Source: an optimization exercise on an open RTL-to-GDS flow (aim: small area, a short achievable clock period and few clock cycles per item). Production flows keep margins and buffers that such runs may drop.
Only simulation tests tie the RTL to the original design; equivalence was not proved.
Power and IR drop assume default switching activity.

`design/flow/run.sh`:
```
#!/bin/bash
# synth_recipe.tcl (not shown) runs the flow's synth.tcl, then flattens the netlist and writes it again
# the make line also repeats each setting of config.mk as NAME=value (left out here)
make -C /OpenROAD-flow-scripts/flow DESIGN_CONFIG=/design/flow/config.mk WORK_HOME=/design/flow/orfs CLKGATE_MAP_FILE= SYNTH_SCRIPT=/design/flow/synth_recipe.tcl finish
```
`design/flow/config.mk`:
```
export PLATFORM = sky130hd
export DESIGN_NAME = imc
export DESIGN_NICKNAME = imc
export VERILOG_FILES = /design/flow/design.v
export SDC_FILE = /design/flow/constraint.sdc
export NUM_CORES = 4
export LEC_CHECK = 0
export CAP_MARGIN = 20
export CORE_MARGIN = 2
export CORE_UTILIZATION = 40
export SLEW_MARGIN = 20
```
`design/flow/constraint.sdc`:
```
create_clock -name core_clock -period 11.0 [get_ports {clk}]
set_input_delay 2.2000 -clock core_clock [delete_from_list [all_inputs] [get_ports {clk}]]
set_output_delay 2.2000 -clock core_clock [all_outputs]
set_load 0.01 [all_outputs]
```
`design/flow/design.v`:
```
module multiplier
( input  logic [15:0] multiplier_input_a, 
  input  logic [15:0] multiplier_input_b, 
  input  logic select_output,
  output logic [15:0] multiplier_output
);
  logic [31:0] multi_outcomes_32;
always_comb begin 
    multi_outcomes_32= multiplier_input_a * multiplier_input_b;
    if (select_output==1)
    multiplier_output = multi_outcomes_32[31:16];
    else
    multiplier_output = multi_outcomes_32[23:8];
end
endmodule
module reciprocal ( input  logic [15:0] x, 
                    output logic [8:0] y);
    always_comb begin
        case (x)
            16'h0001: y = 9'h100;  
            16'h0002: y = 9'h080;   
            16'h0003: y = 9'h055;   
            16'h0004: y = 9'h040;   
            16'h0005: y = 9'h033;   
            16'h0006: y = 9'h02A;   
            16'h0007: y = 9'h024;  
            16'h0008: y = 9'h020;  
            16'h0009: y = 9'h01C;  
            16'h000A: y = 9'h019;  
            16'h000B: y = 9'h017;  
            16'h000C: y = 9'h015;  
            16'h000D: y = 9'h013;  
            16'h000E: y = 9'h012;  
            16'h000F: y = 9'h011;  
            default: y = 9'h000;  
        endcase
    end
endmodule
module imc
  #(parameter INPUT_W = 16,
    parameter OUTPUT_W = 16)
(
    input  logic                   clk,
    input  logic                   rst_n,     
    input  logic                   start,
    input  logic [INPUT_W-1:0]     aIn,
    input  logic [INPUT_W-1:0]     bIn,
    input  logic [INPUT_W-1:0]     cIn,
    input  logic [INPUT_W-1:0]     dIn,
    output logic                   ready,
    output logic [OUTPUT_W-1:0]    aOut,
    output logic [OUTPUT_W-1:0]    bOut,
    output logic [OUTPUT_W-1:0]    cOut,
    output logic [OUTPUT_W-1:0]    dOut,
    output logic                   aOut_sign,
    output logic                   bOut_sign,
    output logic                   cOut_sign,
    output logic                   dOut_sign
);
  typedef enum logic [2:0] {
    S_IDLE,
    S_LOAD,
    S_DET,
    S_RECIP,
    S_OUT_0,    
    S_OUT_1,    
    S_DONE
  } state_t;
  state_t state, state_n;
  logic [15:0] a_r, b_r, c_r, d_r;
  logic [16:0] det_mag_wide;
  logic [15:0] det_abs;
  logic        det_sign;
  logic [8:0]  recip_q1_8;
  logic [15:0] recip_q1_8_expand_16bits;
  logic [15:0] numA_abs, numB_abs, numC_abs, numD_abs;
  logic        numA_sign, numB_sign, numC_sign, numD_sign;
  logic [15:0] aOut_r, bOut_r, cOut_r, dOut_r;
  logic        aSign_r, bSign_r, cSign_r, dSign_r;
  logic [15:0] mul1_in_a, mul1_in_b;
  logic [15:0] mul2_in_a, mul2_in_b;
  logic        mul_sel_det;  
  logic [15:0] mul1_out, mul2_out;
  logic [16:0] det_mag_comb;
  logic        det_sign_comb;
  multiplier u_mul1(
    .multiplier_input_a(mul1_in_a),
    .multiplier_input_b(mul1_in_b),
    .select_output     (mul_sel_det),
    .multiplier_output (mul1_out)
  );
  multiplier u_mul2(
    .multiplier_input_a(mul2_in_a),
    .multiplier_input_b(mul2_in_b),
    .select_output     (mul_sel_det),
    .multiplier_output (mul2_out)
  );
  always_comb begin
    det_sign_comb = (($signed({1'b0, mul1_out}) - $signed({1'b0, mul2_out})) < 0);
    det_mag_comb  = (mul1_out >= mul2_out) ? ({1'b0, mul1_out} - {1'b0, mul2_out}) : ({1'b0, mul2_out} - {1'b0, mul1_out});
  end
  always_comb begin
    state_n     = state;
    ready       = 1'b0;
    mul1_in_a   = 16'd0;
    mul1_in_b   = 16'd0;
    mul2_in_a   = 16'd0;
    mul2_in_b   = 16'd0;
    mul_sel_det = 1'b1;  
    case (state)
      S_IDLE: begin
        ready = 1'b1;
        if (start) state_n = S_LOAD;
      end
      S_LOAD: begin
        state_n = S_DET;
      end
      S_DET: begin
        mul1_in_a   = a_r;
        mul1_in_b   = d_r;
        mul2_in_a   = b_r;
        mul2_in_b   = c_r;
        mul_sel_det = 1'b1;  
        state_n     = S_RECIP;
      end
      S_RECIP: begin
        state_n = S_OUT_0;
      end
      S_OUT_0: begin
        mul_sel_det = 1'b0;
        mul1_in_a   = numA_abs << 8;        
        mul1_in_b   = recip_q1_8_expand_16bits;   
        mul2_in_a   = numB_abs << 8;          
        mul2_in_b   = recip_q1_8_expand_16bits;
        state_n     = S_OUT_1;
      end
      S_OUT_1: begin
        mul_sel_det = 1'b0;
        mul1_in_a   = numC_abs <<8 ;  
        mul1_in_b   = recip_q1_8_expand_16bits;  
        mul2_in_a   = numD_abs <<8 ;  
        mul2_in_b   = recip_q1_8_expand_16bits;  
        state_n     = S_DONE;
      end
      S_DONE: begin
        ready = 1'b1;
        if (start) state_n = S_LOAD;
      end
      default: state_n = S_IDLE;
    endcase
  end
  always_ff @(posedge clk or negedge rst_n) begin
    if (!rst_n) begin
      state <= S_IDLE;
      a_r <= '0; b_r <= '0; c_r <= '0; d_r <= '0;
      aOut_r <= '0; bOut_r <= '0; cOut_r <= '0; dOut_r <= '0;
      aSign_r <= 1'b0; bSign_r <= 1'b0; cSign_r <= 1'b0; dSign_r <= 1'b0;
      det_mag_wide <= 17'h0;
      det_abs <= 16'h0;
      end 
      else begin
      state <= state_n;
      case (state)
        S_LOAD: begin
          a_r <= aIn;
          b_r <= bIn;
          c_r <= cIn;
          d_r <= dIn;
        end
        S_DET: begin
          det_sign <= det_sign_comb;
          det_mag_wide <= det_mag_comb;
          det_abs <= det_mag_comb[15:0];
        end
        S_RECIP: begin
          numA_abs  <= (d_r[15] ? ((~d_r + 16'd1) >> 8) : (d_r >> 8));  
          numA_sign <= d_r[15];                                         
          numB_abs  <= (b_r[15] ? ((~b_r + 16'd1) >> 8) : (b_r >> 8));  
          numB_sign <= (b_r == 16'd0) ? 1'b0 : 1'b1;                    
          numC_abs  <= (c_r[15] ? ((~c_r + 16'd1) >> 8) : (c_r >> 8));  
          numC_sign <= (c_r == 16'd0) ? 1'b0 : 1'b1;                    
          numD_abs  <= (a_r[15] ? ((~a_r + 16'd1) >> 8) : (a_r >> 8));  
          numD_sign <= a_r[15];                                         
        end
        S_OUT_0: begin
          aOut_r <= mul1_out;  
          bOut_r <= mul2_out;  
          aSign_r <= (numA_sign ^ det_sign);  
          bSign_r <= (numB_sign ^ det_sign); 
        end
        S_OUT_1: begin
          cOut_r <= mul1_out;
          dOut_r <= mul2_out;
          cSign_r <= (numC_sign ^ det_sign);
          dSign_r <= (numD_sign ^ det_sign);
        end
        default: ;
      endcase
    end
  end
  reciprocal u_recip(
    .x(det_abs),
    .y(recip_q1_8)
  );
  assign recip_q1_8_expand_16bits = {7'b0, recip_q1_8};
  assign aOut = aOut_r;
  assign bOut = bOut_r;
  assign cOut = cOut_r;
  assign dOut = dOut_r;
  assign aOut_sign = aSign_r;
  assign bOut_sign = bSign_r;
  assign cOut_sign = cSign_r;
  assign dOut_sign = dSign_r;
endmodule
```
==> out/qor.csv <==
stage,metric,value,unit
outcome,status,"complete, no violations",
sta,"Slew Viols, Final",0,
yosys,top post-synthesis cells by area,"fa_1, dfrtp_1, ha_1",
yosys,Synth Instances,3010,
min_path,Hold/Removal Path Class,flip-flop to flip-flop,
clock_tree,cts bufs inserted,17,
yosys,Synth top area share,28.9,%
yosys,Yosys cell types,81,
routing,M1 WL,38.1,mm
floorplan,Die X-Extent,263,µm
sta,Setup-failing EPs final,0,
clock_tree,CTS tree,done,
routing,DR pass1 iterations,6,
global_route,GRT Resource Usage Total,23.5,%
critical_path,worst stage delay on the critical path,0.59,ns
global_route,initial antenna violation count,0,
clock_tree,# clock sinks,188,
yosys,Post-synth top cells,"inv_1, fa_1, nand2_1, nor2_1, ha_1",
critical_path,Crit-path slowest cell,fa_1,
yosys,biggest area consumer among synthesized cells,fa_1,
clock_tree,Skew-Pair Late Insertion Delay,0.50,ns
sta,Final Hold Viols,0,
floorplan,Core Box Area,66900,µm²
routing,max layer used,met4,
sta,RSZ-0062 raised after global routing,false,
routing,WL met2,34.3,mm
yosys,"Primary FF master, synth",dfrtp_1,
yosys,Seq cells post-synth,188,
global_route,first-pass GRT wire length,125,mm
routing,DRT antenna net count,0,
sta,Final Cycle Share,94.7,%
global_route,total grt overflow,0,
sta,final worst path period need,10.42,ns
critical_path,Critical Path Sink Type,flip-flop,
yosys,most frequent cell after synthesis,inv_1,
place,HPWL after DPL,64.7,mm
yosys,syn_nets,3695,
sta,Max Fclk,96.0,MHz
routing,WL final,80.3,mm
critical_path,Crit Path Class,flip-flop to flip-flop,
floorplan,IO Count,136,
critical_path,crit path DAT,10.76,ns
sta,Max-slew headroom,32.5,%
place,dpl ws,0.281,ns
sta,final clock skew,0.0201,ns
critical_path,required time worst endpoint,11.34,ns
floorplan,# rows,95,
yosys,number of synthesized flops with an enable pin,37,
critical_path,R2R Setup Slk,0.58,ns
global_route,vias in the first global route,21000,
clock_tree,CTS Hold Bufs,0,
critical_path,Worst path most repeated cell,fa_1,
pwr,maximum vdd drop,0.271,mV
place,Port Buffers,135,
place,GPL Wtd Cong,0.956,
sta,Least-Margin Pin Slew,1.01,ns
floorplan,Starting Density,40.2,%
routing,drt wl/cell,20.0,µm
clock_tree,H-tree depth,4,
yosys,Async SR Flop Fraction,80.3,%
finish,synthesis-to-layout area growth,12.4,%
yosys,cell area after synthesis,26900,µm²
sta,setup TNS,0,ns
global_route,largest net degree at the start of global routing,67,
sta,Final WS setup,0.581,ns
routing,Detailed Route Iter0 Violations,1829,
routing,drt via density,5.27,
pwr,leakage power,14.5,nW
routing,DRC viols,0,
routing,metal3 WL,6.03,mm
yosys,mean post-synth cell area,8.94,µm²
routing,vias,21200,
critical_path,maximum fanout along the worst path,11,
floorplan,Die Y,263,µm
run,Max-cap violations,0,
pwr,power per cell area,317,nW/µm²
clock_tree,Worst-path clk slew,0.08,ns
critical_path,crit start category,flip-flop,
floorplan,die area,69300,µm²
finish,share of cells above drive strength 1,8.28,%
yosys,part of the Yosys area used for sequential elements,18.2,%
yosys,Synth Warn #,3,
clock_tree,clock tree root driver cell,clkbuf_16,
finish,Final #Nets,3813,
clock_tree,Clock Path Buffers,2,
## critical path, delay by kind of cell (launching register included)
kind,cells,cell delay [ns]
AO/OA/AOI/OAI,14,3.10
XOR/XNOR,2,0.42
adder cells (fa/ha/maj),8,3.84
buffers and inverters,8,1.21
flip-flops,1,0.40
multiplexers,1,0.23
AND/OR/NAND/NOR,7,1.06
## what timing repair did
item | 4_1_cts | 5_1_grt
setup buffers | 0 | 4
endpoints found under the setup margin | 0 | 15
resized for setup | 0 | 18
## registers in the layout, indices dropped and copies added, names as in the netlist, 3 cells and up
name,count
state,3
aOut_r,16
d_r,16
cOut_r,16
dOut_r,16
numB_abs,8
c_r,16
det_abs,16
a_r,16
numC_abs,8
numA_abs,8
numD_abs,8
b_r,16
bOut_r,16
## layer usage
| layer | global-route usage [%] | vias to the layer above |
|---|---|---|
| met3 | 4.64 | 94 |
| met2 | 34.5 | 799 |
| met1 | 35.4 | 10500 |
| met5 | 0 | - |
| li1 | - | 9810 |
| met4 | 6.01 | 0 |
## cells by family after synthesis
family	share of synthesized area [%]
muxes	3.99
buffers and inverters	9.50
and+or+nand+nor	15.6
AOI/OAI and AO/OA	9.98
xor gates and xnor gates	3.12
adders and majority gates	39.7
DFF	18.2
## path summary, 6_finish.rpt
kind                                  from  cells after the start          to
worst min-delay path             bOut_r[2]                      2   bOut_r[2]
min in group asynchronous            rst_n                      1   cOut_r[5]
max in group asynchronous            rst_n                      2      b_r[2]
worst min register to register   bOut_r[2]                      2   bOut_r[2]
worst max register to register  det_abs[4]                     40  det_abs[3]
worst max-delay path            det_abs[4]                     40  det_abs[3]
## final cells by class
class                           instances  area, µm²
Timing Repair Buffer                  232       2120
Sequential cell                       188       4890
Clock buffer                           17        425
Fill cell                            6573      36700
Inverter                              534       2000
Tap cell                              873       1090
Clock inverter                         15        173
Multi-Input combinational cell       2155      19500
Antenna cell                            1       2.50
## per-stage QoR
step / util [%] / hold slack [ns] / area (µm²) / total power, mW / std cells
2_1_floorplan: - / 0.423 / 26900 / 6.45 / 3010
3_3_place_gp: 44.1 / 0.461 / 29500 / 8.75 / 3977
3_5_place_dp: 44.1 / 0.470 / 29500 / 8.78 / 3977
4_1_cts: 45.0 / 0.488 / 30100 / 9.49 / 4009
5_1_grt: 45.2 / 0.506 / 30200 / 10.5 / 4014
6_report: 45.2 / 0.480 / 30200 / 9.60 / 4015
## cell usage in the layout (no fill, tap or decap), types with 5 or more instances in the layout
cell / count
inv_1: 534
fa_1: 388
nand2_1: 373
nor2_1: 256
ha_1: 230
dfrtp_1: 151
clkdlybuf4s50_1: 134
o21ai_0: 119
buf_4: 92
a21oi_1: 79
nand3_1: 74
mux2_2: 65
xnor2_1: 63
and3_1: 60
a21o_1: 46
edfxtp_1: 37
mux2i_1: 34
o21a_1: 30
xor2_1: 29
o21ai_1: 28
nand2b_1: 24
and2_1: 22
or2_2: 18
clkbuf_16: 18
nand4_1: 16
nor3_1: 15
nor4_1: 14
nor2b_1: 14
a31oi_1: 14
o31ai_1: 12
a21oi_2: 8
nor3b_1: 7
o21bai_1: 6
o211ai_1: 6
a211oi_1: 5
a211o_1: 5
or3_1: 5
## power breakdown
part | total, mW | internal (mW) | switching (mW)
registers | 1.45 | 1.02 | 0.430
logic | 7.48 | 3.05 | 4.43
clock network | 0.664 | 0.307 | 0.356
total | 9.60 | 4.39 | 5.21
Testbench counts, summed over its fixed seeds: cycles 19,200, items 3,200.

[re-timing with driven ports]
No port has a modelled driver above. Below, the same layout with a new extraction and two added sets of constraints.
Step 1 assumes that a clkbuf_16 drives the clock port and a buf_2 every other input.
Step 2 adds t to the input delays and takes it off the output delays; t is the mean of the earliest and latest rising clock arrival at the registers after step 1. Input paths then give back, and output paths get back, about the clock's delay inside the block.
a / b / c = ideal ports / drivers / drivers and shift; a / b = the first two.
t (ns): 0.547
setup WS [ns]: 0.581 / 0.581 / 0.581
hold WS [ns]: 0.480 / 0.480 / 0.480
After both steps this run still meets setup and hold. The setup slack of this run moves by 0.000 ns with the drivers and by 0.000 ns with both steps.
